This is an optimization exercise on Yosys and OpenROAD, whose aim is small area and a short achievable clock period, not a production implementation. In this exercise RTL edits were held to simulation tests only and were not proved equivalent to the original. Power is estimated from default activity; no workload was simulated.

==> flow/design.v (excerpt) <==
module pixel_sort_asc (
    input clk, reset, soft_rst,
    input enable,
    input  [15:0] Pixel_in1, Pixel_in2, Pixel_in3, Pixel_in4, Pixel_in5, Pixel_in6, Pixel_in7, Pixel_in8,
    output [15:0] Pixel_out1, Pixel_out2, Pixel_out3, Pixel_out4, Pixel_out5, Pixel_out6, Pixel_out7, Pixel_out8,
    output reg valid_out
);
Size: about 2000 cells after synthesis, about 150 flip-flops, about 260 I/O pins.
Settings: LEC_CHECK=0, ABC_AREA=1, CAP_MARGIN=20, CORE_MARGIN=2, CORE_UTILIZATION=47, CTS_BUF_LIST=sky130_fd_sc_hd__clkbuf_4 sky130_fd_sc_hd__clkbuf_8, SETUP_SLACK_MARGIN=1.0, SLEW_MARGIN=20, BUFFER_PORTS_ARGS=-buffer_cell sky130_fd_sc_hd__buf_1; clock period 38.0 ns.
standard.sh (not shown) runs the stock make flow with config.mk's settings and CLKGATE_MAP_FILE= SYNTH_SCRIPT=/design/flow/synth_recipe.tcl, a recipe that flattens the netlist after the stock synthesis.
==> flow/flow/run.sh <==
#!/bin/bash
# The standard layout (standard.sh), with these changes to how it is made:
# - synthesis is synth_recipe.tcl unchanged except for the ABC script, which
#   maps for area under a delay target (flow/abc.script) instead of ORFS's
#   abc_area.script; registers are mapped before ABC, so they are the standard
#   synthesis's;
# - the port buffers use the smallest buffer cell instead of the delay cell
#   buffer_ports picks by default;
set -euo pipefail
work=$PWD
margin=$(cat flow/setup_margin)
cat > "$work/own_synth.tcl" <<EOS
proc abc {args} {
  set i [lsearch \$args -script]
  if {\$i >= 0} { lset args [expr {\$i + 1}] $work/flow/abc.script }
  yosys abc {*}\$args
}
source $work/synth_recipe.tcl
EOS
echo 'export BUFFER_PORTS_ARGS = -buffer_cell sky130_fd_sc_hd__buf_1' >> config.mk
bash standard.sh SYNTH_SCRIPT="$work/own_synth.tcl" SETUP_SLACK_MARGIN="$margin" finish > standard.log 2>&1
==> flow/flow/abc.script <==
strash
dch
map -D 2000
topo
stime -c
upsize -c
dnsize -c
==> flow/flow/setup_margin <==
27.0
The baseline finished with timing, DRC and antenna clean.
Rerun with:
==> flow/flow/setup_margin (replaced) <==
27.6
CORE_UTILIZATION = 40   (was 47)
After rerunning: Non-clock buffer count rises by 30; power rises by 2.5%; worst setup slack gets better by 530 ps; clock power falls by about 10%; cell area rises by 7.0%; via count falls by 1.5%; sequential power rises by about 2%.
Rerun with:
==> flow/flow/setup_margin (replaced) <==
27.3
Result: The new run completed without violations; die area stays the same; setup slack gets worse by 280 ps; core utilization shrinks by 2.5 points; clock power barely changes.
Rerun with:
==> flow/flow/setup_margin (replaced) <==
27.0
Global-route usage hardly moves.
Wire length hardly moves.
Total power drops by about 0.54%.
Cell count stays flat.
Final area drops by about 1%.
Worst hold slack stays flat.
Via count drops by 1.2%.
Die area is unchanged.
Worst setup slack is worse by 190 ps.
Non-clock buffer count drops by 4.
Rerun with:
==> flow/flow/run.sh (replaced) <==
#!/bin/bash
# The standard layout, with the port buffers made from the smallest buffer
# cell instead of the delay cell buffer_ports picks by default.
set -euo pipefail
echo 'export BUFFER_PORTS_ARGS = -buffer_cell sky130_fd_sc_hd__buf_1' >> config.mk
bash standard.sh > standard.log 2>&1
CTS_BUF_LIST = default   (was sky130_fd_sc_hd__clkbuf_4 sky130_fd_sc_hd__clkbuf_8)
removed: flow/flow/abc.script
removed: flow/flow/setup_margin
Outcome: Clock power increases by about 47%. Combinational power is higher by 17%. Maximum frequency came out lower by 6.9%. Global-route usage went up by 2.3 points. Area after synthesis is higher by 17%. Clock-buffer cell count came out higher by 1.

* * *

pixel_sort_asc, a different RTL version from the one above (not shown whole).
Size in the first run: roughly 160 flip-flops, ~260 I/O pins, about 0.017 mm² of cells after synthesis.
Design pixel_sort_asc, start of the top module:
module pixel_sort_asc (
    input clk, reset, soft_rst,
    input enable,
    input  [15:0] Pixel_in1, Pixel_in2, Pixel_in3, Pixel_in4, Pixel_in5, Pixel_in6, Pixel_in7, Pixel_in8,
    output [15:0] Pixel_out1, Pixel_out2, Pixel_out3, Pixel_out4, Pixel_out5, Pixel_out6, Pixel_out7, Pixel_out8,
    output reg valid_out
);
==> flow/config.mk <==
export PLATFORM = sky130hd
export DESIGN_NAME = pixel_sort_asc
export DESIGN_NICKNAME = pixel_sort_asc
export VERILOG_FILES = /design/flow/design.v
export SDC_FILE = /design/flow/constraint.sdc
export NUM_CORES = 4
export LEC_CHECK = 0
export ABC_AREA = 1
export CAP_MARGIN = 20
export CORE_MARGIN = 2
export CORE_UTILIZATION = 40
export SETUP_SLACK_MARGIN = 1.0
export SLEW_MARGIN = 20
export BUFFER_PORTS_ARGS = -buffer_cell sky130_fd_sc_hd__buf_1
==> flow/constraint.sdc <==
create_clock -name core_clock -period 38.0 [get_ports {clk}]
set_input_delay 7.6000 -clock core_clock [delete_from_list [all_inputs] [get_ports {clk}]]
set_output_delay 7.6000 -clock core_clock [all_outputs]
set_load 0.01 [all_outputs]
==> flow/flow/run.sh <==
#!/bin/bash
set -euo pipefail
echo 'export BUFFER_PORTS_ARGS = -buffer_cell sky130_fd_sc_hd__buf_1' >> config.mk
bash standard.sh SETUP_SLACK_MARGIN=27.0 finish > standard.log 2>&1
Edit:
==> flow/flow/run.sh (replaced) <==
#!/bin/bash
# The standard layout (standard.sh), with these changes to how it is made:
# - synthesis is synth_recipe.tcl unchanged except for the ABC script, which
#   maps for area under a delay target (flow/abc.script) instead of ORFS's
#   abc_area.script; registers are mapped before ABC, so they are the standard
#   synthesis's;
# - the port buffers use the smallest buffer cell instead of the delay cell
#   buffer_ports picks by default;
set -euo pipefail
work=$PWD
margin=$(cat flow/setup_margin)
cat > "$work/own_synth.tcl" <<EOS
proc abc {args} {
  set i [lsearch \$args -script]
  if {\$i >= 0} { lset args [expr {\$i + 1}] $work/flow/abc.script }
  yosys abc {*}\$args
}
source $work/synth_recipe.tcl
EOS
echo 'export BUFFER_PORTS_ARGS = -buffer_cell sky130_fd_sc_hd__buf_1' >> config.mk
bash standard.sh SYNTH_SCRIPT="$work/own_synth.tcl" SETUP_SLACK_MARGIN="$margin" finish > standard.log 2>&1
==> flow/flow/abc.script (new file) <==
strash
dch
map -D 2000
topo
stime -c
upsize -c
dnsize -c
==> flow/flow/setup_margin (new file) <==
27.3
--- a/flow/config.mk
+++ b/flow/config.mk
@@ -11,2 +11,3 @@
 export CORE_UTILIZATION = 40
+export CTS_BUF_LIST = sky130_fd_sc_hd__clkbuf_4 sky130_fd_sc_hd__clkbuf_8
 export SETUP_SLACK_MARGIN = 1.0
Result:
- setup slack improves by 0.23 ns
- clock power fell by about 33%
- global-route usage fell by 0.91 points

* * *

pixel_sort_asc again, from the RTL that the note above started with.
==> flow/config.mk <==
export PLATFORM = sky130hd
export DESIGN_NAME = pixel_sort_asc
export DESIGN_NICKNAME = pixel_sort_asc
export VERILOG_FILES = /design/flow/design.v
export SDC_FILE = /design/flow/constraint.sdc
export NUM_CORES = 4
export LEC_CHECK = 0
export ABC_AREA = 1
export CAP_MARGIN = 20
export CORE_MARGIN = 2
export CORE_UTILIZATION = 40
export SETUP_SLACK_MARGIN = 1.0
export SLEW_MARGIN = 20
export BUFFER_PORTS_ARGS = -buffer_cell sky130_fd_sc_hd__buf_1
==> flow/constraint.sdc <==
create_clock -name core_clock -period 38.0 [get_ports {clk}]
set_input_delay 7.6000 -clock core_clock [delete_from_list [all_inputs] [get_ports {clk}]]
set_output_delay 7.6000 -clock core_clock [all_outputs]
set_load 0.01 [all_outputs]
==> flow/flow/run.sh <==
#!/bin/bash
# The standard layout (standard.sh), with these changes to how it is made:
# - synthesis is synth_recipe.tcl unchanged except for the ABC script, which
#   maps for area under a delay target (flow/abc.script) instead of ORFS's
#   abc_area.script; registers are mapped before ABC, so they are the standard
#   synthesis's;
# - the port buffers use the smallest buffer cell instead of the delay cell
#   buffer_ports picks by default;
set -euo pipefail
work=$PWD
margin=$(cat flow/setup_margin)
cat > "$work/own_synth.tcl" <<EOS
proc abc {args} {
  set i [lsearch \$args -script]
  if {\$i >= 0} { lset args [expr {\$i + 1}] $work/flow/abc.script }
  yosys abc {*}\$args
}
source $work/synth_recipe.tcl
EOS
echo 'export BUFFER_PORTS_ARGS = -buffer_cell sky130_fd_sc_hd__buf_1' >> config.mk
bash standard.sh SYNTH_SCRIPT="$work/own_synth.tcl" SETUP_SLACK_MARGIN="$margin" finish > standard.log 2>&1
==> flow/flow/abc.script <==
strash
dch
map -D 2000
topo
stime -c
upsize -c
dnsize -c
==> flow/flow/setup_margin <==
27.3
Change:
==> flow/flow/run.sh (replaced) <==
#!/bin/bash
# The standard layout, with the port buffers made from the smallest buffer
# cell instead of the delay cell buffer_ports picks by default.
set -euo pipefail
echo 'export BUFFER_PORTS_ARGS = -buffer_cell sky130_fd_sc_hd__buf_1' >> config.mk
bash standard.sh > standard.log 2>&1
Settings changed: ABC_AREA 1 to not set.
removed: flow/flow/abc.script
removed: flow/flow/setup_margin
Outcome: The changed run completed with no timing, DRC or antenna violations. Critical path depth grows by 7. Cell count came out higher by about 3.6%. Worst setup slack is worse by 1.2 ns. Non-clock buffer count fell by 10. Synthesized area climbs by 18%.

[what the ideal ports hide]
No port has a modelled driver above. Below, the same layouts with a new extraction and two added sets of constraints.
Step 1, drivers: a clkbuf_16 drives clk and a buf_2 each remaining input, both assumed.
Step 2 also shifts input and output timing later by t, the mid clock arrival at the registers, as if the neighbouring blocks saw the same clock.
Three values: ideal, step 1, step 2; two values: the first two.
run	t, ns	slack for setup (ns)	pins driven straight from the clock port
the first run of note 1	0.491	27.002 / 26.953 / 26.612	1
the second run of note 1	0.486	27.536 / 27.527 / 27.067	1
the third run of note 1	0.479	27.258 / 27.222 / 26.895	1
the fourth run of note 1	0.481	27.064 / 27.071 / 26.590	1
the fifth run of note 1	0.502	26.254 / 26.199 / 26.308	1
the first run of note 2	0.499	26.969 / 26.917 / 26.709	1
the second run of note 2	0.479	27.204 / 27.161 / 26.981	1
the first run of note 3	0.462	27.280 / 27.236 / 26.894	1
the second run of note 3	0.473	26.082 / 26.109 / 25.636	1
After both steps setup and hold are still met in every run listed. For the fourth run of note 1, which loses most, drivers alone change the setup slack by +0.007 ns; drivers and shift together by -0.474 ns.
